What follows belongs to an exercise in optimizing a design on an open flow for small area; a production flow would make more cautious choices. RTL that was checked went through simulation tests only; none was proved equivalent to the original. Only the layout flow was run in run 3; the RTL was not checked for function there. Power and IR drop assume default switching activity.

==> config.mk <==
export PLATFORM = sky130hd
export DESIGN_NAME = Segway
export DESIGN_NICKNAME = Segway
export VERILOG_FILES = /design/flow/design.v
export SDC_FILE = /design/flow/constraint.sdc
export NUM_CORES = 4
export LEC_CHECK = 0
export CAP_MARGIN = 20
export CORE_MARGIN = 2
export CORE_UTILIZATION = 40
export SLEW_MARGIN = 20
==> constraint.sdc <==
create_clock -name core_clock -period 12.0 [get_ports {clk}]
set_input_delay 2.4000 -clock core_clock [delete_from_list [all_inputs] [get_ports {clk}]]
set_output_delay 2.4000 -clock core_clock [all_outputs]
set_load 0.01 [all_outputs]
==> design.v <==
module rst_synch(RST_n, clk, rst_n);
input RST_n, clk;
output reg rst_n;
reg metastab;
always_ff @(negedge clk, negedge RST_n) begin
	if (!RST_n)
		metastab <= 1'b0;
	else
		metastab <= 1'b1;
end
always_ff @(negedge clk, negedge RST_n) begin
	if (!RST_n)
		rst_n <= 1'b0;
	else
		rst_n <= metastab;
end
endmodule
module rca #(parameter W = 8) (input [W-1:0] a, input [W-1:0] b, input ci,
                               output [W-1:0] s, output co);
    wire [W:0] c;
    assign c[0] = ci;
    genvar i;
    generate
        for (i = 0; i < W; i = i + 1) begin : g
            wire p = a[i] ^ b[i];
            assign s[i] = p ^ c[i];
            assign c[i+1] = (a[i] & b[i]) | (p & c[i]);
        end
    endgenerate
    assign co = c[W];
endmodule
module inc #(parameter W = 8) (input [W-1:0] a, input ci, output [W-1:0] s, output co);
    wire [W:0] c;
    assign c[0] = ci;
    genvar i;
    generate
        for (i = 0; i < W; i = i + 1) begin : g
            assign s[i] = a[i] ^ c[i];
            assign c[i+1] = a[i] & c[i];
        end
    endgenerate
    assign co = c[W];
endmodule
module ltc #(parameter W = 8) (input [W-1:0] a, input [W-1:0] b, input ci, output lt);
    wire [W:0] c;
    assign c[0] = ci;
    genvar i;
    generate
        for (i = 0; i < W; i = i + 1) begin : g
            assign c[i+1] = (~a[i] & b[i]) | (~a[i] & c[i]) | (b[i] & c[i]);
        end
    endgenerate
    assign lt = c[W];
endmodule
module SPI_mstr16 #(parameter RW = 8) (
    input  clk, rst_n,
    input  wrt,
    input  MISO,
    output SCLK,
    output SS_n,
    output done,
    output busy,
    output fin,                 
    output reg rx0,             
    output reg [RW-1:0] rd,     
    output reg [3:0] mosi_idx   
);
    reg [4:0] sclk_div;
    reg [4:0] c;
    assign SCLK = sclk_div[4];
    assign done = (c == 5'd0);
    assign busy = ~done;
    wire smpl = (sclk_div == 5'd15) && (c != 5'd0);
    wire [4:0] sclk_inc, c_inc;
    inc #(5) u_s(.a(sclk_div), .ci(1'b1), .s(sclk_inc), .co());
    inc #(5) u_c(.a(c), .ci(1'b1), .s(c_inc), .co());
    assign fin = (c == 5'd17) && (sclk_div == 5'd17);
    assign SS_n = done | fin;
    always_ff @(posedge clk, negedge rst_n)
        if (!rst_n)
            sclk_div <= 5'd0;
        else if (wrt)
            sclk_div <= 5'b10111;
        else
            sclk_div <= sclk_inc;
    always_ff @(posedge clk, negedge rst_n)
        if (!rst_n)
            c <= 5'd0;
        else if (wrt)
            c <= 5'd1;
        else if (smpl)
            c <= c_inc;
        else if (fin)
            c <= 5'd0;
    always_ff @(posedge clk, negedge rst_n)
        if (!rst_n)
            rx0 <= 1'b0;
        else if (smpl && c == 5'd1)
            rx0 <= MISO;
    always_ff @(posedge clk)
        if (smpl)
            rd <= {rd[RW-2:0], MISO};
    always_comb begin
        if (!sclk_div[4] || c == 5'd1)
            mosi_idx = 4'd15 - (c[3:0] - 4'd1);
        else
            mosi_idx = 4'd15 - (c[3:0] - 4'd2);
    end
endmodule
module UART_rcv(clk, rst_n, RX, is_g, is_s);
    input clk, rst_n;
    input RX;
    output is_g, is_s;
    reg RX_meta, RX_stab;
    reg active;
    reg [3:0] rx_counter;
    reg [11:0] baud_counter;      
    reg mg, ms;
    always_ff @(posedge clk, negedge rst_n)
        if (!rst_n) begin
            RX_meta <= 1'b0;
            RX_stab <= 1'b0;
        end else begin
            RX_meta <= RX;
            RX_stab <= RX_meta;
        end
    localparam [11:0] LFSR_1302 = 12'h72d, LFSR_2604 = 12'h7ee;
    wire [11:0] baud_inc = {baud_counter[10:0],
                            ~(baud_counter[11] ^ baud_counter[10] ^ baud_counter[9] ^ baud_counter[3])};
    wire [3:0] rx_inc;
    inc #(4) u_r(.a(rx_counter), .ci(1'b1), .s(rx_inc), .co());
    wire start = ~active & ~RX_stab;
    wire shift = active & (baud_counter == LFSR_2604);
    wire fin   = active & ~shift & (rx_counter == 4'd10);
    always_ff @(posedge clk, negedge rst_n)
        if (!rst_n)
            active <= 1'b0;
        else if (start)
            active <= 1'b1;
        else if (fin)
            active <= 1'b0;
    always_ff @(posedge clk)
        if (start)
            baud_counter <= LFSR_1302;
        else if (shift)
            baud_counter <= 12'h000;
        else if (active)
            baud_counter <= baud_inc;
    always_ff @(posedge clk)
        if (start)
            rx_counter <= 4'h0;
        else if (shift)
            rx_counter <= rx_inc;
    reg pg, ps;
    always_comb begin
        pg = 1'b1; ps = 1'b1;
        case (rx_counter)
            4'd1: begin pg = 1'b1; ps = 1'b1; end
            4'd2: begin pg = 1'b1; ps = 1'b1; end
            4'd3: begin pg = 1'b1; ps = 1'b0; end
            4'd4: begin pg = 1'b0; ps = 1'b0; end
            4'd5: begin pg = 1'b0; ps = 1'b1; end
            4'd6: begin pg = 1'b1; ps = 1'b1; end
            4'd7: begin pg = 1'b1; ps = 1'b1; end
            4'd8: begin pg = 1'b0; ps = 1'b0; end
            default: begin pg = RX_stab; ps = RX_stab; end    
        endcase
    end
    always_ff @(posedge clk, negedge rst_n)
        if (!rst_n) begin
            mg <= 1'b0;
            ms <= 1'b0;
        end else if (start) begin
            mg <= 1'b1;
            ms <= 1'b1;
        end else if (shift) begin
            mg <= mg & (RX_stab == pg);
            ms <= ms & (RX_stab == ps);
        end
    assign is_g = ~active & mg;
    assign is_s = ~active & ms;
endmodule
module Auth_blk(clk, rst_n, RX, rider_off, pwr_up);
    input clk, rst_n;
    input RX, rider_off;
    output reg pwr_up;
    localparam [1:0] OFF = 2'd0, PWR1 = 2'd1, PWR2 = 2'd2;
    reg [1:0] state, next_state;
    wire g, s;
    UART_rcv rcv(.clk(clk), .rst_n(rst_n), .RX(RX), .is_g(g), .is_s(s));
    always_ff @(posedge clk, negedge rst_n)
        if (!rst_n)
            state <= OFF;
        else
            state <= next_state;
    always_comb begin
        next_state = PWR1;
        pwr_up = 1'b0;
        case (state)
            OFF:
                if (g) pwr_up = 1'b1;
                else next_state = OFF;
            PWR1:
                if (s) begin
                    if (rider_off) next_state = OFF;
                    else begin next_state = PWR2; pwr_up = 1'b1; end
                end else
                    pwr_up = 1'b1;
            PWR2:
                if (rider_off) next_state = OFF;
                else if (g) pwr_up = 1'b1;
                else begin next_state = PWR2; pwr_up = 1'b1; end
            default: ;
        endcase
    end
endmodule
module inertial_integrator(clk, rst_n, upd, ld_fus, ptch_rt, AZ, ptch);
    input clk, rst_n;
    input upd, ld_fus;
    input [15:0] ptch_rt, AZ;
    output [15:0] ptch;
    reg [26:0] ptch_int;
    reg fus;
    wire lt;
    wire [26:0] nxt;
    integ_comb u_c(.ptch_int(ptch_int), .ptch_rt(ptch_rt), .AZ(AZ), .fus(fus), .lt(lt), .nxt(nxt));
    always_ff @(posedge clk)
        if (ld_fus)
            fus <= lt;
    always_ff @(posedge clk, negedge rst_n)
        if (!rst_n)
            ptch_int <= 27'd0;
        else if (upd)
            ptch_int <= nxt;
    assign ptch = ptch_int[26:11];
endmodule
module integ_comb(input [26:0] ptch_int, input [15:0] ptch_rt, input [15:0] AZ, input fus,
                  output lt, output [26:0] nxt);
    wire [15:0] ptch = ptch_int[26:11];
    wire [8:0] azc_hi;
    wire [15:0] X;
    rca #(9) u_az3(.a(AZ[15:7]), .b(9'd3), .ci(1'b0), .s(azc_hi), .co());
    assign X = {azc_hi, AZ[6:0]};
    wire [18:0] Xe = {{3{X[15]}}, X};
    wire [18:0] X5, X7;
    rca #(19) u_x5b(.a({Xe[16:0], 2'b00}), .b(Xe), .ci(1'b0), .s(X5), .co());
    rca #(19) u_x7(.a({Xe[15:0], 3'b000}), .b(~Xe), .ci(1'b1), .s(X7), .co());
    wire [25:0] prod;
    rca #(26) u_pr(.a({X5[18], X5, 6'b0}), .b({{7{X7[18]}}, X7}), .ci(1'b0), .s(prod), .co());
    wire [15:0] acc = {{3{prod[25]}}, prod[25:13]};
    ltc #(16) u_cmp(.a({~ptch[15], ptch[14:0]}), .b({~acc[15], acc[14:0]}), .ci(1'b0), .lt(lt));
    wire [15:0] R;
    rca #(16) u_r(.a(ptch_rt), .b(16'hFC3E), .ci(1'b0), .s(R), .co());
    wire [26:0] B = ~{{11{R[15]}}, R};
    wire [16:0] T_hi;
    rca #(17) u_t(.a(B[26:10]), .b({17{~fus}}), .ci(fus), .s(T_hi), .co());
    rca #(27) u_n(.a(ptch_int), .b({T_hi, B[9:0]}), .ci(1'b1), .s(nxt), .co());
endmodule
module inert_intf(clk, rst_n, tmr_full, vld, ptch, SS_n, SCLK, MOSI, MISO, INT);
    input clk, rst_n;
    input tmr_full;           
    output vld;               
    output [15:0] ptch;
    output SS_n, SCLK, MOSI;
    input MISO;
    input INT;
    localparam [3:0] INIT1 = 4'd0, INIT2 = 4'd1, INIT3 = 4'd2, INIT4 = 4'd3,
                     CHECK = 4'd4, READ1 = 4'd5, READ2 = 4'd6, READ3 = 4'd7,
                     READ4 = 4'd8, VALID = 4'd9;
    reg [3:0] state, nxt_state;
    wire done, busy, rx0;
    wire [7:0] rd;
    wire [3:0] idx;
    reg wrt;
    SPI_mstr16 #(.RW(8)) mstr(.clk(clk), .rst_n(rst_n), .wrt(wrt), .MISO(MISO),
                    .SCLK(SCLK), .SS_n(SS_n), .done(done), .busy(busy), .fin(),
                    .rx0(rx0), .rd(rd), .mosi_idx(idx));
    reg [15:0] cmd;
    always_comb
        case (state)
            INIT2:   cmd = 16'h0D02;
            INIT3:   cmd = 16'h1053;
            INIT4:   cmd = 16'h1150;
            READ2:   cmd = 16'hA200;
            READ3:   cmd = 16'hA300;
            READ4:   cmd = 16'hAC00;
            VALID:   cmd = 16'hAD00;
            default: cmd = 16'h1460;    
        endcase
    assign MOSI = busy ? cmd[idx] : rx0;
    reg INT_meta, INT_stab;
    always_ff @(posedge clk, negedge rst_n)
        if (!rst_n) begin
            INT_meta <= 1'b0;
            INT_stab <= 1'b0;
        end else begin
            INT_meta <= INT;
            INT_stab <= INT_meta;
        end
    always_ff @(posedge clk, negedge rst_n)
        if (!rst_n)
            state <= INIT1;
        else
            state <= nxt_state;
    always_comb begin
        nxt_state = state;
        wrt = 1'b0;
        case (state)
            INIT1: if (tmr_full) begin wrt = 1'b1; nxt_state = INIT2; end
            INIT2: if (done) begin wrt = 1'b1; nxt_state = INIT3; end
            INIT3: if (done) begin wrt = 1'b1; nxt_state = INIT4; end
            INIT4: if (done) begin wrt = 1'b1; nxt_state = CHECK; end
            CHECK: if (INT_stab) nxt_state = READ1;
            READ1: if (done) begin wrt = 1'b1; nxt_state = READ2; end
            READ2: if (done) begin wrt = 1'b1; nxt_state = READ3; end
            READ3: if (done) begin wrt = 1'b1; nxt_state = READ4; end
            READ4: if (done) begin wrt = 1'b1; nxt_state = VALID; end
            VALID: if (done) nxt_state = CHECK;
            default: nxt_state = INIT1;
        endcase
    end
    assign vld = (state == VALID) && done;
    reg [7:0] ptch_h, ptch_l, AZ_h;
    always_ff @(posedge clk) begin
        if (state == READ2 && done) ptch_l <= rd;
        if (state == READ3 && done) ptch_h <= rd;
    end
    always_ff @(posedge clk, negedge rst_n)
        if (!rst_n)
            AZ_h <= 8'h00;
        else if (vld)
            AZ_h <= rd;
    inertial_integrator integ(.clk(clk), .rst_n(rst_n), .upd(vld),
                              .ld_fus(state == READ4 && done),
                              .ptch_rt({ptch_h, ptch_l}), .AZ({AZ_h, rd}), .ptch(ptch));
endmodule
module balance_cntrl(clk, rst_n, vld, ptch, ld_cell_diff, lft_spd, lft_rev,
                     rght_spd, rght_rev, rider_off, en_steer, pwr_up, too_fast);
    input clk, rst_n;
    input vld;
    input [15:0] ptch;
    input [8:0] ld_cell_diff;          
    input rider_off;
    input en_steer;
    input pwr_up;
    output [10:0] lft_spd, rght_spd;
    output lft_rev, rght_rev;
    output too_fast;
    reg [17:0] ptch_I_term;
    reg [9:0] ptch_err_tmp, prev_ptch_err;
    reg [15:0] pid_q;
    reg [10:0] lspd, rspd;
    reg lrev, rrev;
    wire [9:0] e;
    wire [17:0] integral;
    wire ov;
    wire [15:0] pid;
    pid_comb u_p(.ptch(ptch), .ptch_I_term(ptch_I_term), .prev_ptch_err(prev_ptch_err),
                 .e(e), .integral(integral), .ov(ov), .pid(pid));
    wire [10:0] lspd_n, rspd_n;
    wire lrev_n, rrev_n;
    trq_comb u_t(.pid(pid_q), .steer(en_steer), .diff(ld_cell_diff),
                 .lft_spd(lspd_n), .lft_rev(lrev_n), .rght_spd(rspd_n), .rght_rev(rrev_n));
    always_ff @(posedge clk) begin
        pid_q <= pid;
        lspd <= lspd_n;
        rspd <= rspd_n;
        lrev <= lrev_n;
        rrev <= rrev_n;
    end
    assign lft_spd = lspd & {11{pwr_up}};
    assign rght_spd = rspd & {11{pwr_up}};
    assign lft_rev = lrev;
    assign rght_rev = rrev;
    assign too_fast = pwr_up & ((lspd > 11'd1536) | (rspd > 11'd1536));
    always_ff @(posedge clk)
        if (~pwr_up | rider_off)
            ptch_I_term <= 18'h00000;
        else if (vld & ~ov)
            ptch_I_term <= integral;
    always_ff @(posedge clk, negedge rst_n)
        if (!rst_n) begin
            ptch_err_tmp <= 10'h000;
            prev_ptch_err <= 10'h000;
        end else if (vld) begin
            ptch_err_tmp <= e;
            prev_ptch_err <= ptch_err_tmp;
        end
endmodule
module pid_comb(input [15:0] ptch, input [17:0] ptch_I_term, input [9:0] prev_ptch_err,
                output [9:0] e, output [17:0] integral, output ov, output [15:0] pid);
    assign e = ptch[15] ? (&ptch[14:9] ? ptch[9:0] : 10'h200)
                        : (|ptch[14:9] ? 10'h1ff : {1'b0, ptch[8:0]});
    rca #(18) u_i(.a({{8{e[9]}}, e}), .b(ptch_I_term), .ci(1'b0), .s(integral), .co());
    assign ov = (e[9] & ptch_I_term[17] & ~integral[17]) |
                (~e[9] & ~ptch_I_term[17] & integral[17]);
    wire [9:0] dd;
    rca #(10) u_d(.a(e), .b(~prev_ptch_err), .ci(1'b1), .s(dd), .co());
    wire [6:0] ds = dd[9] ? (&dd[8:6] ? dd[6:0] : 7'h40)
                          : (|dd[8:6] ? 7'h3f : {1'b0, dd[5:0]});
    wire [12:0] ee = {{3{e[9]}}, e};
    wire [12:0] e7;
    rca #(13) u_e7(.a({ee[9:0], 3'b000}), .b(~ee), .ci(1'b1), .s(e7), .co());
    wire [9:0] dse = {{3{ds[6]}}, ds};
    wire [9:0] d5;
    rca #(10) u_d5(.a({dse[7:0], 2'b00}), .b(dse), .ci(1'b0), .s(d5), .co());
    wire [14:0] pd;
    rca #(15) u_pd(.a({{2{e7[12]}}, e7}), .b({{4{d5[9]}}, d5, 1'b0}), .ci(1'b0), .s(pd), .co());
    rca #(16) u_pid(.a({pd, 1'b0}), .b(ptch_I_term[17:2]), .ci(1'b0), .s(pid), .co());
endmodule
module trq_comb(input [15:0] pid, input steer, input [8:0] diff,
                output [10:0] lft_spd, output lft_rev, output [10:0] rght_spd, output rght_rev);
    wire [15:0] s = steer ? {{7{diff[8]}}, diff} : 16'h0000;
    wire [15:0] lft_torque, rght_torque;
    rca #(16) u_l(.a(pid), .b(~s), .ci(1'b1), .s(lft_torque), .co());
    rca #(16) u_r(.a(pid), .b(s), .ci(1'b0), .s(rght_torque), .co());
    shape sl(.t(lft_torque), .spd(lft_spd), .rev(lft_rev));
    shape sr(.t(rght_torque), .spd(rght_spd), .rev(rght_rev));
endmodule
module shape(input [15:0] t, output [10:0] spd, output rev);
    wire neg = t[15];
    wire [15:0] x = t ^ {16{neg}};            
    wire lowt = ~|x[15:7] & ((x[6:0] < 7'd69) | ((x[6:0] == 7'd69) & ~neg));
    wire hit  = |x[15:11] | (x[10:0] > 11'd1067) | ((x[10:0] == 11'd1067) & neg);
    wire [10:0] big;
    rca #(11) u_b(.a(x[10:0]), .b(11'd980), .ci(neg), .s(big), .co());
    wire [6:0] a7;
    inc #(7) u_a(.a(x[6:0]), .ci(neg), .s(a7), .co());
    wire [10:0] m15;
    rca #(11) u_m(.a({a7, 4'b0000}), .b(~{4'b0000, a7}), .ci(1'b1), .s(m15), .co());
    assign spd = hit ? 11'h7ff : (lowt ? m15 : big);
    assign rev = neg ? (t >= 16'd33748) : (t >= 16'd31788);
endmodule
module steer_en(clk, rst_n, lft_e, rght_e, en_steer, rider_off, ld_cell_diff);
    input clk, rst_n;
    input [11:0] lft_e, rght_e;
    output reg en_steer;
    output reg rider_off;
    output reg [8:0] ld_cell_diff;   
    localparam [1:0] IDLE = 2'd0, WAIT = 2'd1, STEER_EN = 2'd2;
    reg [1:0] state, nxt_state;
    reg [15:0] timer_cnt;         
    reg clr_tmr;
    wire gt8_n, gt16_n, sgt_n, slt_n;
    wire [8:0] diff_n;
    steer_comb u_c(.lft_ld(lft_e), .rght_ld(rght_e), .ld_cell_diff(diff_n),
                   .diff_gt_eigth(gt8_n), .diff_gt_15_16(gt16_n),
                   .sum_gt_min(sgt_n), .sum_lt_min(slt_n));
    reg diff_gt_eigth, diff_gt_15_16, sum_gt_min, sum_lt_min;
    always_ff @(posedge clk, negedge rst_n)
        if (!rst_n) begin
            diff_gt_eigth <= 1'b0;    
            diff_gt_15_16 <= 1'b0;
            sum_gt_min <= 1'b0;
            sum_lt_min <= 1'b1;
        end else begin
            diff_gt_eigth <= gt8_n;
            diff_gt_15_16 <= gt16_n;
            sum_gt_min <= sgt_n;
            sum_lt_min <= slt_n;
        end
    always_ff @(posedge clk)
        ld_cell_diff <= diff_n;
    wire tmr_full = (timer_cnt == 16'hd577);
    wire [15:0] tmr_inc = {timer_cnt[14:0],
                           ~(timer_cnt[15] ^ timer_cnt[14] ^ timer_cnt[12] ^ timer_cnt[3])};
    always_ff @(posedge clk)
        timer_cnt <= clr_tmr ? 16'd0 : tmr_inc;
    always_ff @(posedge clk, negedge rst_n)
        if (!rst_n)
            state <= IDLE;
        else
            state <= nxt_state;
    always_comb begin
        en_steer = 1'b0;
        clr_tmr = 1'b0;
        rider_off = 1'b0;
        nxt_state = IDLE;
        case (state)
            IDLE:
                if (sum_gt_min) begin
                    nxt_state = WAIT;
                    clr_tmr = 1'b1;
                end else
                    rider_off = 1'b1;
            WAIT:
                if (!sum_gt_min)
                    rider_off = 1'b1;
                else if (diff_gt_eigth) begin
                    nxt_state = WAIT;
                    clr_tmr = 1'b1;
                end else if (tmr_full) begin
                    nxt_state = STEER_EN;
                    en_steer = 1'b1;
                end else
                    nxt_state = WAIT;
            STEER_EN:
                if (sum_lt_min)
                    rider_off = 1'b1;
                else if (diff_gt_15_16) begin
                    nxt_state = WAIT;
                    clr_tmr = 1'b1;
                end else begin
                    en_steer = 1'b1;
                    nxt_state = STEER_EN;
                end
            default: ;
        endcase
    end
endmodule
module steer_comb(input [11:0] lft_ld, input [11:0] rght_ld, output [8:0] ld_cell_diff,
                  output diff_gt_eigth, output diff_gt_15_16, output sum_gt_min, output sum_lt_min);
    wire [12:0] ld_sum;
    rca #(12) u_s(.a(lft_ld), .b(rght_ld), .ci(1'b0), .s(ld_sum[11:0]), .co(ld_sum[12]));
    wire [11:0] d;
    wire ge;                                    
    rca #(12) u_d(.a(lft_ld), .b(~rght_ld), .ci(1'b1), .s(d), .co(ge));
    assign ld_cell_diff = d[11:3];
    wire neg = ~ge;
    wire [11:0] x = d ^ {12{neg}};
    wire gt8;
    ltc #(12) u_c8(.a({2'b00, ld_sum[12:3]}), .b(x), .ci(neg), .lt(gt8));
    assign diff_gt_eigth = gt8;
    wire [11:0] mn = neg ? lft_ld : rght_ld;
    wire le16;
    ltc #(9) u_c16(.a({mn[7:0], 1'b1}), .b(ld_sum[12:4]), .ci(1'b1), .lt(le16));
    assign diff_gt_15_16 = ~|mn[11:8] & le16;
    assign sum_gt_min = ld_sum > 13'h220;
    assign sum_lt_min = ld_sum < 13'h1e0;
endmodule
module PWM11(clk, rst_n, cnt, duty, PWM_sig);
    input clk, rst_n;
    input [10:0] cnt;
    input [10:0] duty;
    output reg PWM_sig;
    wire R;    
    wire lt;
    ltc #(11) u_c(.a(cnt), .b(duty), .ci(1'b0), .lt(lt));
    assign R = ~lt;
    always_ff @(posedge clk, negedge rst_n)
        if (!rst_n)
            PWM_sig <= 1'b0;
        else if (R)
            PWM_sig <= 1'b0;
        else if (cnt == 11'd0)
            PWM_sig <= 1'b1;
endmodule
module mtr_drv(clk, rst_n, lft_spd, lft_rev, PWM_rev_lft, PWM_frwrd_lft, rght_spd, rght_rev, PWM_rev_rght, PWM_frwrd_rght);
    input clk, rst_n;
    input [10:0] lft_spd, rght_spd;
    input lft_rev, rght_rev;
    output PWM_rev_lft, PWM_frwrd_lft;
    output PWM_rev_rght, PWM_frwrd_rght;
    reg [10:0] cnt;
    wire lft_sig, rght_sig;
    wire [10:0] cnt_inc;
    inc #(11) u_i(.a(cnt), .ci(1'b1), .s(cnt_inc), .co());
    always_ff @(posedge clk, negedge rst_n)
        if (!rst_n)
            cnt <= 11'd0;
        else
            cnt <= cnt_inc;
    PWM11 lft(.clk(clk), .rst_n(rst_n), .cnt(cnt), .duty(lft_spd), .PWM_sig(lft_sig));
    PWM11 rght(.clk(clk), .rst_n(rst_n), .cnt(cnt), .duty(rght_spd), .PWM_sig(rght_sig));
    assign PWM_rev_lft = lft_rev & lft_sig;
    assign PWM_frwrd_lft = ~lft_rev & lft_sig;
    assign PWM_rev_rght = rght_rev & rght_sig;
    assign PWM_frwrd_rght = ~rght_rev & rght_sig;
endmodule
module A2D_intf(clk, rst_n, nxt, lft_e, rght_e, batt_low, SS_n, SCLK, MOSI, MISO);
    input clk, rst_n;
    input nxt;
    output reg [11:0] lft_e, rght_e;
    output reg batt_low;
    input MISO;
    output MOSI, SCLK, SS_n;
    localparam [1:0] IDLE = 2'd0, WRITE = 2'd1, UPDATE = 2'd2, READ = 2'd3;
    reg [1:0] state, nxt_state;
    reg [1:0] count;
    reg wrt, update;
    wire done, busy, fin, rx0;
    wire [11:0] rd;
    wire [3:0] idx;
    SPI_mstr16 #(.RW(12)) master(.clk(clk), .rst_n(rst_n), .wrt(wrt), .MISO(MISO),
                    .SCLK(SCLK), .SS_n(SS_n), .done(done), .busy(busy), .fin(fin),
                    .rx0(rx0), .rd(rd), .mosi_idx(idx));
    assign MOSI = busy ? ((idx == 4'd13) & (count != 2'd0)) | ((idx == 4'd11) & (count == 2'd2))
                       : rx0;
    always_ff @(posedge clk, negedge rst_n)
        if (!rst_n)
            count <= 2'b00;
        else if (update)
            count <= (count == 2'b10) ? 2'b00 : count + 2'd1;
    always_ff @(posedge clk, negedge rst_n)
        if (!rst_n)
            lft_e <= 12'h000;
        else if (state == READ && fin && count == 2'd0)
            lft_e <= rd;
    always_ff @(posedge clk, negedge rst_n)
        if (!rst_n)
            rght_e <= 12'h000;
        else if (state == READ && fin && count == 2'd1)
            rght_e <= rd;
    always_ff @(posedge clk, negedge rst_n)
        if (!rst_n)
            batt_low <= 1'b1;
        else if (update && count[1])
            batt_low <= (rd <= 12'h800);
    always_ff @(posedge clk, negedge rst_n)
        if (!rst_n)
            state <= IDLE;
        else
            state <= nxt_state;
    always_comb begin
        update = 1'b0;
        wrt = 1'b0;
        nxt_state = state;
        case (state)
            IDLE:   if (nxt) begin wrt = 1'b1; nxt_state = WRITE; end
            WRITE:  if (done) nxt_state = UPDATE;
            UPDATE: begin wrt = 1'b1; nxt_state = READ; end
            READ:   if (done) begin update = 1'b1; nxt_state = IDLE; end
        endcase
    end
endmodule
module piezo(clk, rst_n, norm_mode, ovr_spd, batt_low, sound, sound_n, tmr_full);
    input clk, rst_n;
    input norm_mode, ovr_spd, batt_low;
    output reg sound;
    output sound_n;
    output tmr_full;
    reg [26:0] count;
    assign sound_n = ~sound;
    assign tmr_full = &count[15:0];
    wire [26:0] count_inc;
    inc #(27) u_i(.a(count), .ci(1'b1), .s(count_inc), .co());
    always_ff @(posedge clk, negedge rst_n)
        if (!rst_n)
            count <= 27'h0000000;
        else if (count == 27'h5f5e100)
            count <= 27'h0000000;
        else
            count <= count_inc;
    wire S_norm = norm_mode & (count[26:22] == 5'b00001) & !count[16];
    wire R_norm = !norm_mode | (count[26:22] != 5'b00001) | count[16];
    wire S_ovr  = ovr_spd & !count[13] & count[19];
    wire R_ovr  = !ovr_spd | count[13];
    wire batt_win = (count[26:25] == 2'b00) & (count[23:22] == 2'b01);
    wire S_batt = batt_low & !count[15] & batt_win;
    wire R_batt = !batt_low | count[15];
    wire S = (S_norm & !ovr_spd & !batt_low) | (S_ovr & !(batt_win & batt_low)) | S_batt;
    wire R = R_norm & R_ovr & R_batt;
    always_ff @(posedge clk, negedge rst_n)
        if (!rst_n)
            sound <= 1'b0;
        else if (R)
            sound <= 1'b0;
        else if (S)
            sound <= 1'b1;
endmodule
module Segway(clk,RST_n,LED,INERT_SS_n,INERT_MOSI,
              INERT_SCLK,INERT_MISO,A2D_SS_n,A2D_MOSI,A2D_SCLK,
              A2D_MISO,PWM_rev_rght,PWM_frwrd_rght,PWM_rev_lft,
              PWM_frwrd_lft,piezo_n,piezo,INT,RX);
    input clk,RST_n;
    input INERT_MISO;
    input A2D_MISO;
    input INT;
    input RX;
    output [7:0] LED;
    output A2D_SS_n, INERT_SS_n;
    output A2D_MOSI, INERT_MOSI;
    output A2D_SCLK, INERT_SCLK;
    output PWM_rev_rght, PWM_frwrd_rght;
    output PWM_rev_lft, PWM_frwrd_lft;
    output piezo_n,piezo;
    wire rst_n;
    wire pwr_up;
    wire [11:0] lft_e, rght_e;            
    wire batt_low;
    wire [15:0] ptch;
    wire vld;
    wire tmr_full;
    wire en_steer, rider_off;
    wire [8:0] ld_cell_diff;
    wire [10:0] lft_spd, rght_spd;
    wire lft_rev, rght_rev;
    wire too_fast;
    assign LED = 8'h00;
    Auth_blk iAUTH(.clk(clk), .rst_n(rst_n), .RX(RX), .rider_off(rider_off), .pwr_up(pwr_up));
    inert_intf iININT(.clk(clk), .rst_n(rst_n), .tmr_full(tmr_full), .INT(INT),
                      .vld(vld), .ptch(ptch),
                      .SS_n(INERT_SS_n), .SCLK(INERT_SCLK), .MOSI(INERT_MOSI), .MISO(INERT_MISO));
    balance_cntrl iBAL(.clk(clk), .rst_n(rst_n), .vld(vld), .ptch(ptch), .rider_off(rider_off),
                       .en_steer(en_steer), .pwr_up(pwr_up), .ld_cell_diff(ld_cell_diff),
                       .too_fast(too_fast), .lft_spd(lft_spd), .lft_rev(lft_rev),
                       .rght_spd(rght_spd), .rght_rev(rght_rev));
    steer_en iSTEER(.clk(clk), .rst_n(rst_n), .lft_e(lft_e), .rght_e(rght_e),
                    .en_steer(en_steer), .rider_off(rider_off), .ld_cell_diff(ld_cell_diff));
    mtr_drv iMTR(.clk(clk), .rst_n(rst_n), .lft_spd(lft_spd), .lft_rev(lft_rev),
                 .rght_spd(rght_spd), .rght_rev(rght_rev),
                 .PWM_rev_lft(PWM_rev_lft), .PWM_frwrd_lft(PWM_frwrd_lft),
                 .PWM_rev_rght(PWM_rev_rght), .PWM_frwrd_rght(PWM_frwrd_rght));
    A2D_intf iA2DINT(.clk(clk), .rst_n(rst_n), .nxt(vld),
                     .lft_e(lft_e), .rght_e(rght_e), .batt_low(batt_low),
                     .SS_n(A2D_SS_n), .SCLK(A2D_SCLK), .MOSI(A2D_MOSI), .MISO(A2D_MISO));
    piezo iSPKR(.clk(clk), .rst_n(rst_n), .norm_mode(pwr_up), .ovr_spd(too_fast), .batt_low(batt_low),
                .sound(piezo), .sound_n(piezo_n), .tmr_full(tmr_full));
    rst_synch iRST(.clk(clk), .RST_n(RST_n), .rst_n(rst_n));
endmodule
==> run.sh <==
#!/bin/bash
# synth_recipe.tcl (not shown) runs the flow's synth.tcl, then flattens the netlist and writes it again
# the make line also repeats each setting of config.mk as NAME=value (left out here)
make -C /OpenROAD-flow-scripts/flow DESIGN_CONFIG=/design/flow/config.mk WORK_HOME=/design/flow/orfs CLKGATE_MAP_FILE= SYNTH_SCRIPT=/design/flow/synth_recipe.tcl finish
==> impl_metrics.env, run 1 <==
export IMPL_die_height_um=230
export IMPL_hold_class="reg2reg"
export IMPL_hold_viol_final=0
export IMPL_grt_usage=0.155
export IMPL_grt_busiest_layer="met2"
export IMPL_instances_no_fill=2727
export IMPL_p_leak_nw=10.1
export IMPL_avgRoutedWirePerCell_um=14.4
export IMPL_critPathMaxStageDelay_ns=0.49
export IMPL_max_freq_mhz=87.6
export IMPL_place_area_um2=21400
export IMPL_grt_setup_unrepaired="no"
export IMPL_die_x_um=230
export IMPL_synth_flop_cell="dfrtp_1"
export IMPL_insertion_delay_ns=0.56
export IMPL_crit_slowest_cell="fa_1"
export IMPL_synthCells=1996
export IMPL_ys_ff_latch=304
export IMPL_min_from="iRST.metastab$_DFF_NN0_"
export IMPL_required_ns=12.43
export IMPL_ioPinCount=26
export IMPL_synthTopCellsByArea="dfrtp_1 20%, fa_1 19%, ha_1 10%"
export IMPL_tightest_slew_ns=1.04
export IMPL_synth_distinct_cells=93
export IMPL_cp_end_kind="register"
export IMPL_rr_worst_depth=34
export IMPL_hold_worst_slack_ns=0.301
export IMPL_syn2layout_area_growth_pct=10.9
export IMPL_grt_util_met1=0.202
export IMPL_antenna_found_initial=0
export IMPL_max_cap_violations=0
export IMPL_htreeDepth=2
export IMPL_layout_nets=2389
export IMPL_synthArstFlopShare=0.553
export IMPL_vias=13600
export IMPL_layout_drive_gt1_share=0.0710
export IMPL_maxSlewViolCount=0
export IMPL_start_util=0.406
export IMPL_path_clk_slew_ns=0.06
export IMPL_clkSinkCount=304
export IMPL_dp_hpwl_mm=29.9
export IMPL_cts_buffer_depth=3
export IMPL_drt_first_pass_iters=5
export IMPL_detail_route_antenna_nets=0
export IMPL_synth_common_cells="286 x inv_1, 214 x nand2_1, 191 x fa_1, 165 x ha_1, 164 x dfrtp_1"
export IMPL_crit_path_frequent_cell="fa_1"
export IMPL_cts_buffers=37
export IMPL_worstReg2RegEnd="iBAL.pid_q[15]$_DFF_P_"
export IMPL_cp_start_kind="register"
export IMPL_synthMostInstantiatedCell="inv_1"
export IMPL_core_um2=50400
export IMPL_routabilityCongestion=0.840
export IMPL_rr_startpoint="iININT.integ.ptch_int[23]$_DFFE_PN0P_"
export IMPL_yosys_area_top_type="dfrtp_1"
export IMPL_r2r_slack_ns=0.58
export IMPL_clock_root_buffer="clkbuf_16"
export IMPL_critical_path_class="reg2reg"
export IMPL_grt_pass1_wl_mm=68.6
export IMPL_min_to="iRST.rst_n$_DFF_NN0_"
export IMPL_peakVddDrop_v=0.000104
export IMPL_design_area_um2=22700
export IMPL_layout_min_cycle_time_ns=11.42
export IMPL_grt_overflow_total=0
export IMPL_drt_wl_total_mm=39.4
export IMPL_powerDensity_nw_per_um2=98.5
export IMPL_cp_max_fo=6
export IMPL_placedCellCount=2654
export IMPL_synth_top_area_share=0.201
export IMPL_synth_seq_area_share=0.357
export IMPL_cts_tree="built"
export IMPL_min_path_cells=0
export IMPL_vias_per_cell=4.99
export IMPL_status="complete, no violations"
export IMPL_worst_clock_skew_ns=0.0224
export IMPL_syn_area_per_cell_um2=10.3
export IMPL_met2_usage=0.268
export IMPL_grt_pass1_vias=14000
export IMPL_port_buffers=17
export IMPL_grt_max_degree=167
export IMPL_yosysWarnings=13
export IMPL_insertedDiodeCount=0
export IMPL_synth_edf_count=37
export IMPL_setup_viol=0
export IMPL_drc=0
export IMPL_min_period_over_period=0.952
export IMPL_num_rows=82
export IMPL_syn_cell_area_um2=20500
export IMPL_use_met3=0.0216
export IMPL_initialDrtViolationCount=843
export IMPL_slew_headroom=0.302
export IMPL_cp_data_arrival_time_ns=11.85
export IMPL_die_area_um2=53000
export IMPL_tns_ns=0
==> critical path: cells and delay by family, from the launching register on <==
kind            cells  cell delay [ns]
buf+inv             2             0.14
flops               1             0.40
simple gates        1             0.12
compound gates      4             0.87
xor+xnor            4             0.57
fa+ha+maj          23             9.19
==> metrics by stage <==
step                      total power [mW]  worst slack, ns   util
final                                 2.24            0.580  0.451
after global routing                  2.33           0.0148  0.451
after CTS                             2.28            0.216  0.449
after detailed placement              1.18            0.248  0.425
after global placement                1.18            0.460  0.425
after floorplan                       1.16            0.331      -
==> cell type report <==
type	count	area (µm²)
flip-flops and latches	304	7300
repair buffers	44	389
multi-input cells	1353	11900
well taps	672	841
inverters	287	1080
clock inverters	14	139
fillers	4669	27700
clock buffers	53	1030
==> placed cells by master, fill, tap and decap left out, types with 9 or more instances in the layout <==
master,synthesis,final
xnor2_1,41,39
clkbuf_1,42,13
nor3_1,28,28
nand3_1,26,24
ha_1,165,165
o211ai_1,10,10
a31oi_1,9,9
inv_1,286,284
a21oi_1,59,56
nand4_1,16,16
fa_1,191,188
mux2_2,18,18
nor4_1,20,18
nand2_1,214,214
and3_1,11,11
nor2_1,82,80
mux2i_1,25,25
dfrtp_1,164,164
o22ai_1,13,13
conb_1,2,9
nor2b_1,75,75
nand2b_1,25,25
edfxtp_1,37,37
o21ai_0,116,113
dfxtp_1,99,99
clkdlybuf4s50_1,0,17
a211oi_1,17,17
buf_4,8,25
xor2_1,18,18
clkbuf_16,0,38
maj3_1,11,11
==> flip-flops by register name, summed over array words and instances, names as in the netlist, 10 cells and up <==
name and count:
iA2DINT.lft_e 12, iA2DINT.master.rd 12, iA2DINT.rght_e 12, iAUTH.rcv.baud_counter 12
iBAL.lspd 11, iBAL.pid_q 16, iBAL.prev_ptch_err 10, iBAL.ptch_I_term 18
iBAL.ptch_err_tmp 10, iBAL.rspd 11, iININT.integ.ptch_int 27, iMTR.cnt 11
iSPKR.count 27, iSTEER.timer_cnt 16
==> logic make-up after synthesis <==
kind of cell               synth area share
buffers and inverters                0.0658
other                              0.000367
muxes                                0.0250
xor gates and xnor gates             0.0266
AOI/OAI and AO/OA                    0.0973
and+or+nand+nor                       0.135
adders and majority gates             0.294
DFF                                   0.357
==> report_power, final <==
group	switching [mW]	leakage (nW)	internal, mW
clock network	0.438	0.565	0.642
logic	0.0405	6.09	0.0351
registers	0.0206	3.41	1.06
==> metal layers <==
metal	share of wire	wire, µm	vias to the layer above
met5	0	0	-
met4	0.022	880	0
met3	0.028	1100	59
met2	0.49	19300	146
met1	0.46	18100	6715
li1	-	-	6677
==> timing repair <==
item,4_1_cts,5_1_grt
hold buffers,0,0
endpoints found under the setup margin,0,8
buffers inserted,0,6
resized for setup,0,19
==> worst max path at each step <==
stage          slack [ns]                       end  depth (start not counted)                                  start
2_1_floorplan        0.33    iBAL.pid_q[15]$_DFF_P_                         32  iININT.integ.ptch_int[22]$_DFFE_PN0P_
3_3_place_gp         0.46  iBAL.rspd[10]$_SDFF_PP1_                         44        iSTEER.timer_cnt[14]$_SDFF_PP0_
3_5_place_dp         0.25    iBAL.pid_q[15]$_DFF_P_                         34  iININT.integ.ptch_int[22]$_DFFE_PN0P_
4_1_cts              0.22    iBAL.pid_q[15]$_DFF_P_                         34  iININT.integ.ptch_int[22]$_DFFE_PN0P_
5_1_grt              0.01  iBAL.rspd[10]$_SDFF_PP1_                         44              iSTEER.state[0]$_DFF_PN0_
6_report             0.58    iBAL.pid_q[15]$_DFF_P_                         34  iININT.integ.ptch_int[23]$_DFFE_PN0P_
==> inputs of run 2 (changes only) <==
--- a/design.v
+++ b/design.v
@@ -63,19 +63,23 @@
     output fin,                 
     output reg rx0,             
     output reg [RW-1:0] rd,     
-    output reg [3:0] mosi_idx   
+    output [3:0] mosi_idx       
 );
     reg [4:0] sclk_div;
-    reg [4:0] c;
+    reg [3:0] q;
+    reg bsy;
     assign SCLK = sclk_div[4];
-    assign done = (c == 5'd0);
-    assign busy = ~done;
-    wire smpl = (sclk_div == 5'd15) && (c != 5'd0);
-    wire [4:0] sclk_inc, c_inc;
+    assign busy = bsy;
+    assign done = ~bsy;
+    wire smpl = bsy && (sclk_div == 5'd15);
+    wire shft = bsy && (sclk_div == 5'd31);
+    assign fin = bsy && (q == 4'd15) && (sclk_div == 5'd17);
+    wire porch = (q == 4'd15) && sclk_div[4] && (sclk_div[3] || (&sclk_div[2:0]));
+    assign SS_n = ~bsy | fin;
+    wire [4:0] sclk_inc;
+    wire [3:0] q_inc;
     inc #(5) u_s(.a(sclk_div), .ci(1'b1), .s(sclk_inc), .co());
-    inc #(5) u_c(.a(c), .ci(1'b1), .s(c_inc), .co());
-    assign fin = (c == 5'd17) && (sclk_div == 5'd17);
-    assign SS_n = done | fin;
+    inc #(4) u_q(.a(q), .ci(1'b1), .s(q_inc), .co());
     always_ff @(posedge clk, negedge rst_n)
         if (!rst_n)
             sclk_div <= 5'd0;
@@ -85,27 +89,25 @@
             sclk_div <= sclk_inc;
     always_ff @(posedge clk, negedge rst_n)
         if (!rst_n)
-            c <= 5'd0;
+            bsy <= 1'b0;
         else if (wrt)
-            c <= 5'd1;
-        else if (smpl)
-            c <= c_inc;
+            bsy <= 1'b1;
         else if (fin)
-            c <= 5'd0;
+            bsy <= 1'b0;
+    always_ff @(posedge clk)
+        if (wrt)
+            q <= 4'd15;
+        else if (shft)
+            q <= q_inc;
     always_ff @(posedge clk, negedge rst_n)
         if (!rst_n)
             rx0 <= 1'b0;
-        else if (smpl && c == 5'd1)
+        else if (smpl && q == 4'd0)
             rx0 <= MISO;
     always_ff @(posedge clk)
         if (smpl)
             rd <= {rd[RW-2:0], MISO};
-    always_comb begin
-        if (!sclk_div[4] || c == 5'd1)
-            mosi_idx = 4'd15 - (c[3:0] - 4'd1);
-        else
-            mosi_idx = 4'd15 - (c[3:0] - 4'd2);
-    end
+    assign mosi_idx = porch ? 4'd15 : ~q;
 endmodule
 module UART_rcv(clk, rst_n, RX, is_g, is_s);
     input clk, rst_n;
@@ -422,13 +424,13 @@
     wire [15:0] x = t ^ {16{neg}};            
     wire lowt = ~|x[15:7] & ((x[6:0] < 7'd69) | ((x[6:0] == 7'd69) & ~neg));
     wire hit  = |x[15:11] | (x[10:0] > 11'd1067) | ((x[10:0] == 11'd1067) & neg);
-    wire [10:0] big;
-    rca #(11) u_b(.a(x[10:0]), .b(11'd980), .ci(neg), .s(big), .co());
     wire [6:0] a7;
     inc #(7) u_a(.a(x[6:0]), .ci(neg), .s(a7), .co());
-    wire [10:0] m15;
-    rca #(11) u_m(.a({a7, 4'b0000}), .b(~{4'b0000, a7}), .ci(1'b1), .s(m15), .co());
-    assign spd = hit ? 11'h7ff : (lowt ? m15 : big);
+    wire [10:0] A = lowt ? {a7, 4'b0000} : x[10:0];
+    wire [10:0] B = lowt ? ~{4'b0000, a7} : 11'd980;
+    wire [10:0] m;
+    rca #(11) u_m(.a(A), .b(B), .ci(lowt | neg), .s(m), .co());
+    assign spd = hit ? 11'h7ff : m;
     assign rev = neg ? (t >= 16'd33748) : (t >= 16'd31788);
 endmodule
 module steer_en(clk, rst_n, lft_e, rght_e, en_steer, rider_off, ld_cell_diff);
--- a/config.mk
+++ b/config.mk
@@ -7,5 +7,8 @@
 export LEC_CHECK = 0
 export CAP_MARGIN = 20
 export CORE_MARGIN = 2
-export CORE_UTILIZATION = 40
+export CORE_UTILIZATION = 60
+export CTS_BUF_LIST = sky130_fd_sc_hd__clkbuf_16
+export CTS_CLUSTER_DIAMETER = 100
+export CTS_CLUSTER_SIZE = 24
 export SLEW_MARGIN = 20
==> run 2 against run 1 <==
Against the previous run:
- clock power down 44%
- first-iteration DRC count shrank 26%
- worst setup slack lost 0.37 ns
- sequential power barely moved
- flip-flop and latch count unchanged
- die area is 35% lower
- critical path type unchanged
- critical endpoint is now iBAL.lspd[10]$_SDFF_PP1_
- highest routed layer unchanged
==> impl_metrics.env, run 2 <==
export IMPL_insertedDiodeCount=0
export IMPL_synth_distinct_cells=82
export IMPL_yosys_area_top_type="dfrtp_1"
export IMPL_peakVddDrop_v=0.0000833
export IMPL_yosysWarnings=13
export IMPL_r2r_slack_ns=0.21
export IMPL_cp_data_arrival_time_ns=12.19
export IMPL_layout_common_cells="276 x inv_1, 195 x nand2_1, 163 x fa_1"
export IMPL_instances_no_fill=2373
export IMPL_drt_first_pass_iters=7
export IMPL_slew_headroom=0.303
export IMPL_ioPinCount=26
export IMPL_hold_viol_final=0
export IMPL_htreeDepth=1
export IMPL_syn_area_per_cell_um2=10.4
export IMPL_max_freq_mhz=84.8
export IMPL_cp_end_kind="register"
export IMPL_critPathMaxStageDelay_ns=0.55
export IMPL_drc=0
export IMPL_core_um2=32500
export IMPL_start_util=0.608
export IMPL_grt_max_degree=159
export IMPL_layout_min_cycle_time_ns=11.79
export IMPL_grt_setup_unrepaired="yes"
export IMPL_min_to="iRST.rst_n$_DFF_NN0_"
export IMPL_syn2layout_area_growth_pct=8.77
export IMPL_cts_hold_buffers_added=0
export IMPL_status="complete, no violations"
export IMPL_max_cap_violations=0
export IMPL_setup_viol=0
export IMPL_die_x_um=185
export IMPL_maxSlewViolCount=0
export IMPL_worst_clock_skew_ns=0.0171
export IMPL_synth_seq_area_share=0.368
export IMPL_port_buffers=17
export IMPL_synth_flop_cell="dfrtp_1"
export IMPL_insertion_delay_ns=0.51
export IMPL_ys_ff_latch=304
export IMPL_hold_worst_slack_ns=0.307
export IMPL_p_leak_nw=9.66
export IMPL_clock_root_buffer="clkbuf_16"
export IMPL_num_rows=66
export IMPL_tightest_slew_ns=1.05
export IMPL_synthCells=1894
export IMPL_cp_start_kind="register"
export IMPL_cts_buffers=17
export IMPL_routabilityCongestion=0.893
export IMPL_synthMostInstantiatedCell="inv_1"
export IMPL_grt_usage=0.230
export IMPL_rr_startpoint="iSTEER.diff_gt_eigth$_DFF_PN0_"
export IMPL_rr_worst_depth=43
export IMPL_place_ws_ns=-0.297
export IMPL_cts_tree="built"
export IMPL_vias=12800
export IMPL_drt_wl_total_mm=37.1
export IMPL_placedCellCount=2335
export IMPL_layout_nets=2264
export IMPL_crit_path_frequent_cell="fa_2"
export IMPL_worstReg2RegEnd="iBAL.lspd[10]$_SDFF_PP1_"
export IMPL_final_common_cell="inv_1"
export IMPL_required_ns=12.40
export IMPL_cp_max_fo=4
export IMPL_place_area_um2=20600
export IMPL_antenna_found_initial=0
export IMPL_detail_route_antenna_nets=0
export IMPL_dp_hpwl_mm=28.1
export IMPL_hold_class="reg2reg"
export IMPL_clkSinkCount=304
export IMPL_synthTopCellsByArea="dfrtp_1 20%, fa_1 20%, dfxtp_1 11%"
export IMPL_path_clk_slew_ns=0.09
export IMPL_design_area_um2=21500
export IMPL_powerDensity_nw_per_um2=82.8
export IMPL_cts_buffer_depth=3
export IMPL_min_path_cells=0
export IMPL_synthArstFlopShare=0.526
export IMPL_min_period_over_period=0.983
export IMPL_vias_per_cell=5.39
export IMPL_critical_path_class="reg2reg"
export IMPL_die_height_um=185
export IMPL_reg_top3="iININT.integ.ptch_int: 27 flops, iSPKR.count: 27 flops, iBAL.ptch_I_term: 18 flops"
export IMPL_avgRoutedWirePerCell_um=15.6
export IMPL_die_area_um2=34400
export IMPL_initialDrtViolationCount=627
export IMPL_synth_edf_count=37
export IMPL_synth_top_area_share=0.198
export IMPL_layout_drive_gt1_share=0.0989
export IMPL_grt_pass1_vias=13100
export IMPL_grt_overflow_total=0
export IMPL_min_from="iRST.metastab$_DFF_NN0_"
export IMPL_crit_slowest_cell="or4b_4"
export IMPL_synth_common_cells="273 x inv_1, 196 x nand2_1, 193 x fa_1, 156 x dfrtp_1, 144 x ha_1"
export IMPL_syn_cell_area_um2=19700
export IMPL_worst_slack_ns=0.210
export IMPL_grt_pass1_wl_mm=63.9
## run 2: cell count changes in the layout (fill, tap and decap cells not counted), sizes merged, moves of 8 or more
cell | before | now
o21ai | 122 | 91
dfrtp | 164 | 156
buf | 27 | 50
clkbuf | 53 | 18
dfxtp | 99 | 107
nand2 | 215 | 196
ha | 165 | 144
nor2b | 75 | 62
## run 2: kinds of logic (layout without fill, tap and decap cells)
family | count (synthesis) | in the layout | synth area share
muxes | 60 | 60 | 0.0324
adders and majority gates | 355 | 355 | 0.296
other | 2 | 9 | 0.000380
buffers and inverters | 341 | 371 | 0.0671
xor gates and xnor gates | 50 | 50 | 0.0222
and+or+nand+nor | 498 | 498 | 0.123
AOI/OAI and AO/OA | 284 | 284 | 0.0912
DFF | 304 | 304 | 0.368
## run 2: cell type report
class	count	area, µm²
multi-input cells	1256	11600
clock inverters	12	72.6
inverters	274	1030
flip-flops and latches	304	7260
repair buffers	68	571
clock buffers	17	425
well taps	442	553
fillers	2597	11000
## run 2: metal layers
layer | wire [µm] | up-vias | share of wire | track usage
li1 | - | 6266 | - | -
met1 | 16600 | 6307 | 0.45 | 0.302
met2 | 19000 | 169 | 0.51 | 0.418
met3 | 925 | 45 | 0.025 | 0.0214
met4 | 543 | 0 | 0.015 | 0.0403
met5 | 0 | - | 0 | 0
## run 2: worst max-delay path by stage
stage	start	endpoint	slack, ns	cells after the start
2_1_floorplan	iSTEER.diff_gt_eigth$_DFF_PN0_	iBAL.lspd[10]$_SDFF_PP1_	-0.003	48
3_3_place_gp	iSTEER.diff_gt_eigth$_DFF_PN0_	iBAL.lspd[10]$_SDFF_PP1_	-0.08	45
3_5_place_dp	iSTEER.diff_gt_eigth$_DFF_PN0_	iBAL.lspd[10]$_SDFF_PP1_	-0.30	45
4_1_cts	iSTEER.diff_gt_eigth$_DFF_PN0_	iBAL.rspd[10]$_SDFF_PP1_	0.008	47
5_1_grt	iSTEER.diff_gt_eigth$_DFF_PN0_	iBAL.lspd[10]$_SDFF_PP1_	-0.12	45
6_report	iSTEER.diff_gt_eigth$_DFF_PN0_	iBAL.lspd[10]$_SDFF_PP1_	0.21	43
## run 2: per-stage QoR
| stage | util | total power [mW] | TNS (ns) |
|---|---|---|---|
| final | 0.662 | 1.78 | 0 |
| after global routing | 0.662 | 1.86 | -0.232 |
| after CTS | 0.653 | 1.80 | 0 |
| after detailed placement | 0.636 | 1.19 | -0.406 |
| after global placement | 0.636 | 1.19 | -0.0816 |
| after floorplan | - | 1.17 | -0.00320 |
## run 2: critical path: cells and delay by family, from the launching register on
| family | cells | cell delay (ns) |
|---|---|---|
| multiplexers | 2 | 0.53 |
| buffers and inverters | 6 | 0.54 |
| AO/OA/AOI/OAI | 4 | 0.72 |
| adder cells (fa/ha/maj) | 24 | 7.27 |
| flip-flops | 1 | 0.39 |
| AND/OR/NAND/NOR | 7 | 2.21 |
## run 2: repair_timing
action	4_1_cts	5_1_grt
cloned	0	0
endpoints found under the setup margin	2	7
pin swaps	10	8
gates resized for setup	13	48
buffers inserted	0	8
## run 2: power by group
part           leakage [nW]  total, mW  switching, mW  internal [mW]
combinational          6.04     0.0817         0.0433         0.0384
sequential             3.35       1.09         0.0262           1.06
clock                 0.272      0.609          0.343          0.266
total                  9.66       1.78          0.413           1.37
==> inputs of run 3 (changes only) <==
--- a/design.v
+++ b/design.v
@@ -258,11 +258,12 @@
     rca #(17) u_t(.a(B[26:10]), .b({17{~fus}}), .ci(fus), .s(T_hi), .co());
     rca #(27) u_n(.a(ptch_int), .b({T_hi, B[9:0]}), .ci(1'b1), .s(nxt), .co());
 endmodule
-module inert_intf(clk, rst_n, tmr_full, vld, ptch, SS_n, SCLK, MOSI, MISO, INT);
+module inert_intf(clk, rst_n, tmr_full, vld, vld_d, ptch, SS_n, SCLK, MOSI, MISO, INT);
     input clk, rst_n;
     input tmr_full;           
     output vld;               
-    output [15:0] ptch;
+    output reg vld_d;         
+    output [15:0] ptch;       
     output SS_n, SCLK, MOSI;
     input MISO;
     input INT;
@@ -301,6 +302,11 @@
         end
     always_ff @(posedge clk, negedge rst_n)
         if (!rst_n)
+            vld_d <= 1'b0;
+        else
+            vld_d <= vld;
+    always_ff @(posedge clk, negedge rst_n)
+        if (!rst_n)
             state <= INIT1;
         else
             state <= nxt_state;
@@ -330,17 +336,17 @@
     always_ff @(posedge clk, negedge rst_n)
         if (!rst_n)
             AZ_h <= 8'h00;
-        else if (vld)
+        else if (vld_d)
             AZ_h <= rd;
-    inertial_integrator integ(.clk(clk), .rst_n(rst_n), .upd(vld),
+    inertial_integrator integ(.clk(clk), .rst_n(rst_n), .upd(vld_d),
                               .ld_fus(state == READ4 && done),
                               .ptch_rt({ptch_h, ptch_l}), .AZ({AZ_h, rd}), .ptch(ptch));
 endmodule
 module balance_cntrl(clk, rst_n, vld, ptch, ld_cell_diff, lft_spd, lft_rev,
                      rght_spd, rght_rev, rider_off, en_steer, pwr_up, too_fast);
     input clk, rst_n;
-    input vld;
-    input [15:0] ptch;
+    input vld;                         
+    input [15:0] ptch;                 
     input [8:0] ld_cell_diff;          
     input rider_off;
     input en_steer;
@@ -350,33 +356,33 @@
     output too_fast;
     reg [17:0] ptch_I_term;
     reg [9:0] ptch_err_tmp, prev_ptch_err;
-    reg [15:0] pid_q;
-    reg [10:0] lspd, rspd;
-    reg lrev, rrev;
+    reg clr_d;
+    reg [15:0] lft_torque, rght_torque;
     wire [9:0] e;
     wire [17:0] integral;
     wire ov;
     wire [15:0] pid;
     pid_comb u_p(.ptch(ptch), .ptch_I_term(ptch_I_term), .prev_ptch_err(prev_ptch_err),
                  .e(e), .integral(integral), .ov(ov), .pid(pid));
-    wire [10:0] lspd_n, rspd_n;
-    wire lrev_n, rrev_n;
-    trq_comb u_t(.pid(pid_q), .steer(en_steer), .diff(ld_cell_diff),
-                 .lft_spd(lspd_n), .lft_rev(lrev_n), .rght_spd(rspd_n), .rght_rev(rrev_n));
+    wire [15:0] lt_n, rt_n;
+    trq_comb u_t(.pid(pid), .steer(en_steer), .diff(ld_cell_diff), .lft(lt_n), .rght(rt_n));
     always_ff @(posedge clk) begin
-        pid_q <= pid;
-        lspd <= lspd_n;
-        rspd <= rspd_n;
-        lrev <= lrev_n;
-        rrev <= rrev_n;
+        lft_torque <= lt_n;
+        rght_torque <= rt_n;
     end
+    wire [10:0] lspd, rspd;
+    shape sl(.t(lft_torque), .spd(lspd), .rev(lft_rev));
+    shape sr(.t(rght_torque), .spd(rspd), .rev(rght_rev));
     assign lft_spd = lspd & {11{pwr_up}};
     assign rght_spd = rspd & {11{pwr_up}};
-    assign lft_rev = lrev;
-    assign rght_rev = rrev;
     assign too_fast = pwr_up & ((lspd > 11'd1536) | (rspd > 11'd1536));
+    always_ff @(posedge clk, negedge rst_n)
+        if (!rst_n)
+            clr_d <= 1'b1;
+        else
+            clr_d <= ~pwr_up | rider_off;
     always_ff @(posedge clk)
-        if (~pwr_up | rider_off)
+        if (clr_d)
             ptch_I_term <= 18'h00000;
         else if (vld & ~ov)
             ptch_I_term <= integral;
@@ -411,13 +417,10 @@
     rca #(16) u_pid(.a({pd, 1'b0}), .b(ptch_I_term[17:2]), .ci(1'b0), .s(pid), .co());
 endmodule
 module trq_comb(input [15:0] pid, input steer, input [8:0] diff,
-                output [10:0] lft_spd, output lft_rev, output [10:0] rght_spd, output rght_rev);
+                output [15:0] lft, output [15:0] rght);
     wire [15:0] s = steer ? {{7{diff[8]}}, diff} : 16'h0000;
-    wire [15:0] lft_torque, rght_torque;
-    rca #(16) u_l(.a(pid), .b(~s), .ci(1'b1), .s(lft_torque), .co());
-    rca #(16) u_r(.a(pid), .b(s), .ci(1'b0), .s(rght_torque), .co());
-    shape sl(.t(lft_torque), .spd(lft_spd), .rev(lft_rev));
-    shape sr(.t(rght_torque), .spd(rght_spd), .rev(rght_rev));
+    rca #(16) u_l(.a(pid), .b(~s), .ci(1'b1), .s(lft), .co());
+    rca #(16) u_r(.a(pid), .b(s), .ci(1'b0), .s(rght), .co());
 endmodule
 module shape(input [15:0] t, output [10:0] spd, output rev);
     wire neg = t[15];
@@ -681,7 +684,7 @@
     wire [11:0] lft_e, rght_e;            
     wire batt_low;
     wire [15:0] ptch;
-    wire vld;
+    wire vld, vld_d;                       
     wire tmr_full;
     wire en_steer, rider_off;
     wire [8:0] ld_cell_diff;
@@ -691,9 +694,9 @@
     assign LED = 8'h00;
     Auth_blk iAUTH(.clk(clk), .rst_n(rst_n), .RX(RX), .rider_off(rider_off), .pwr_up(pwr_up));
     inert_intf iININT(.clk(clk), .rst_n(rst_n), .tmr_full(tmr_full), .INT(INT),
-                      .vld(vld), .ptch(ptch),
+                      .vld(vld), .vld_d(vld_d), .ptch(ptch),
                       .SS_n(INERT_SS_n), .SCLK(INERT_SCLK), .MOSI(INERT_MOSI), .MISO(INERT_MISO));
-    balance_cntrl iBAL(.clk(clk), .rst_n(rst_n), .vld(vld), .ptch(ptch), .rider_off(rider_off),
+    balance_cntrl iBAL(.clk(clk), .rst_n(rst_n), .vld(vld_d), .ptch(ptch), .rider_off(rider_off),
                        .en_steer(en_steer), .pwr_up(pwr_up), .ld_cell_diff(ld_cell_diff),
                        .too_fast(too_fast), .lft_spd(lft_spd), .lft_rev(lft_rev),
                        .rght_spd(rght_spd), .rght_rev(rght_rev));
--- a/config.mk
+++ b/config.mk
@@ -8,7 +8,7 @@
 export CAP_MARGIN = 20
 export CORE_MARGIN = 2
 export CORE_UTILIZATION = 60
-export CTS_BUF_LIST = sky130_fd_sc_hd__clkbuf_16
-export CTS_CLUSTER_DIAMETER = 100
-export CTS_CLUSTER_SIZE = 24
+export CTS_BUF_LIST = sky130_fd_sc_hd__clkbuf_8
+export CTS_CLUSTER_DIAMETER = 60
+export CTS_CLUSTER_SIZE = 16
 export SLEW_MARGIN = 20
==> run 3 against run 2 <==
Against the previous run:
- still clean on timing, DRC and antenna
- critical path depth decreased by 9
- count of clock-buffer cells in the layout increased by 15
- sequential share of layout area decreased by 0.26 points
- total power increased by 5.6%
- cell area decreased by 1.0%
- first-iteration DRC count decreased by 22%
- register-to-register slack improved by 0.29 ns
- worst setup slack improved by 0.29 ns
- sequential power about the same
- core utilization decreased by 0.85 points
- clock power increased by about 20%
- critical path type unchanged
- critical endpoint is now iBAL.rght_torque[15]$_DFF_P_
- largest cell class unchanged
==> impl_metrics.env, run 3 <==
export IMPL_status="complete, no violations"
export IMPL_crit_path_frequent_cell="fa_1"
export IMPL_syn2layout_area_growth_pct=7.40
export IMPL_maxSlewViolCount=0
export IMPL_max_cap_violations=0
export IMPL_grt_usage=0.222
export IMPL_hold_class="reg2reg"
export IMPL_layout_drive_gt1_share=0.0847
export IMPL_min_period_over_period=0.958
export IMPL_tightest_slew_ns=1.05
export IMPL_min_from="iRST.metastab$_DFF_NN0_"
export IMPL_syn_area_per_cell_um2=10.6
export IMPL_min_to="iRST.rst_n$_DFF_NN0_"
export IMPL_path_clk_slew_ns=0.09
export IMPL_peakVddDrop_v=0.000113
export IMPL_insertion_delay_ns=0.63
export IMPL_cts_tree="built"
export IMPL_rr_worst_depth=34
export IMPL_synth_seq_area_share=0.360
export IMPL_clkSinkCount=297
export IMPL_synth_common_cells="272 x inv_1, 193 x fa_1, 157 x dfrtp_1, 143 x ha_1, 118 x nand2_1"
export IMPL_drt_first_pass_iters=5
export IMPL_slew_headroom=0.293
export IMPL_grt_setup_unrepaired="no"
export IMPL_critPathMaxStageDelay_ns=0.61
export IMPL_grt_overflow_total=0
export IMPL_multi_input_area_um2=11500
export IMPL_yosysWarnings=13
export IMPL_reg_top3="iININT.integ.ptch_int: 27 flops, iSPKR.count: 27 flops, iBAL.ptch_I_term: 18 flops"
export IMPL_min_path_cells=0
export IMPL_crit_path_start="iININT.integ.ptch_int[25]$_DFFE_PN0P_"
export IMPL_synth_edf_count=37
export IMPL_num_rows=66
export IMPL_routabilityCongestion=0.820
export IMPL_cts_buffers=31
export IMPL_grt_max_degree=161
export IMPL_die_height_um=186
export IMPL_layout_common_cells="278 x inv_1, 185 x fa_1, 156 x dfrtp_1"
export IMPL_p_leak_nw=10.1
export IMPL_ys_ff_latch=297
export IMPL_crit_slowest_cell="fa_1"
export IMPL_vias=12600
export IMPL_synthTopCellsByArea="dfrtp_1 20%, fa_1 20%, dfxtp_1 9.9%"
export IMPL_die_area_um2=34400
export IMPL_powerDensity_nw_per_um2=88.3
export IMPL_avgRoutedWirePerCell_um=15.4
export IMPL_insertedDiodeCount=0
export IMPL_port_buffers=17
export IMPL_layout_min_cycle_time_ns=11.50
export IMPL_core_um2=32500
export IMPL_drc=0
export IMPL_vias_per_cell=5.37
export IMPL_htreeDepth=1
export IMPL_cts_hold_buffers_added=0
export IMPL_cp_max_fo=8
export IMPL_synthMostInstantiatedCell="inv_1"
export IMPL_synthCells=1873
export IMPL_yosys_area_top_type="dfrtp_1"
export IMPL_antenna_found_initial=0
export IMPL_drt_wl_total_mm=36.2
export IMPL_grt_pass1_vias=13000
export IMPL_layout_nets=2229
export IMPL_critical_path_class="reg2reg"
export IMPL_synthArstFlopShare=0.545
export IMPL_setup_viol=0
export IMPL_fin_total_pwr_mw=1.88
export IMPL_rr_startpoint="iININT.integ.ptch_int[25]$_DFFE_PN0P_"
export IMPL_cp_end_kind="register"
export IMPL_ioPinCount=26
export IMPL_cts_buffer_depth=3
export IMPL_clock_root_buffer="clkbuf_8"
export IMPL_hold_viol_final=0
export IMPL_max_freq_mhz=87.0
export IMPL_tns_ns=0
export IMPL_grt_pass1_wl_mm=62.2
export IMPL_crit_buf_inv=3
export IMPL_r2r_slack_ns=0.50
export IMPL_crit_family="adder cells"
export IMPL_synth_flop_cell="dfrtp_1"
export IMPL_initialDrtViolationCount=490
export IMPL_start_util=0.608
export IMPL_final_common_cell="inv_1"
export IMPL_register_area_um2=7130
export IMPL_synth_distinct_cells=81
export IMPL_detail_route_antenna_nets=0
export IMPL_worst_clock_skew_ns=0.0675
export IMPL_worstReg2RegEnd="iBAL.rght_torque[15]$_DFF_P_"
export IMPL_die_x_um=186
export IMPL_dp_hpwl_mm=27.5
export IMPL_design_area_um2=21200
export IMPL_required_ns=12.51
export IMPL_final_util=0.653
export IMPL_cp_data_arrival_time_ns=12.00
export IMPL_cp_start_kind="register"
export IMPL_syn_cell_area_um2=19800
export IMPL_synth_top_area_share=0.199
export IMPL_nFillCells=2667
export IMPL_place_area_um2=20400
## run 3: cells by family after synthesis
family          synth area share
simple gates               0.111
buf+inv                   0.0667
compound gates            0.0949
xor+xnor                  0.0288
mux                       0.0481
other cells             0.000380
fa+ha+maj                  0.290
flops                      0.360
## run 3: area by class of cell
type	instances	share of cell area
clock inverter	26	0.0130
sequential	297	0.336
inverter	275	0.0486
tap	442	0.0260
timing repair buffer	41	0.0171
multi-input combinational	1241	0.539
clock buffer	32	0.0207
## run 3: where the power goes
group	switching, mW	leakage (nW)	internal [mW]
clock network	0.395	0.381	0.335
logic	0.0452	6.36	0.0390
registers	0.0252	3.32	1.04
## run 3: metal layers
metal,routed length (µm),GRT usage,up-vias
met3,902,0.0280,51
met2,18100,0.394,141
met4,739,0.0494,0
li1,-,-,6242
met5,0,0,-
met1,16500,0.293,6201
## run 3: through the flow
step | hold WS, ns | worst slack (ns) | cells
detailed placement | 0.302 | -0.0658 | 2293
CTS | 0.301 | 0.00644 | 2351
global route | 0.295 | 0.0229 | 2354
finish | 0.299 | 0.501 | 2354
global placement | 0.303 | 0.139 | 2293
floorplan | 0.292 | 0.0596 | 1880
## run 3: what timing repair did
action                                  4_1_cts  5_1_grt
pin swaps                                     0        4
cloned                                        0        0
resized for setup                             3       13
buffers inserted                              0        2
endpoints found under the setup margin        2        4
## run 3: worst register-to-register path: cells and delay by family (launching register included)
family	cells	cell delay, ns
flip-flops	1	0.40
adder cells (fa/ha/maj)	23	9.17
AND/OR/NAND/NOR	1	0.12
AO/OA/AOI/OAI	4	0.83
XOR/XNOR	3	0.51
buffers and inverters	3	0.37
## run 3: how the worst max path moves through the flow
stage / to / slack, ns / depth (start not counted)
finish: iBAL.rght_torque[15]$_DFF_P_ / 0.50 / 34
global placement: iBAL.rght_torque[15]$_DFF_P_ / 0.14 / 32
detailed placement: iBAL.rght_torque[15]$_DFF_P_ / -0.07 / 34
global route: iBAL.rght_torque[15]$_DFF_P_ / 0.02 / 34
floorplan: iBAL.rght_torque[15]$_DFF_P_ / 0.06 / 34
CTS: iBAL.rght_torque[15]$_DFF_P_ / 0.006 / 34
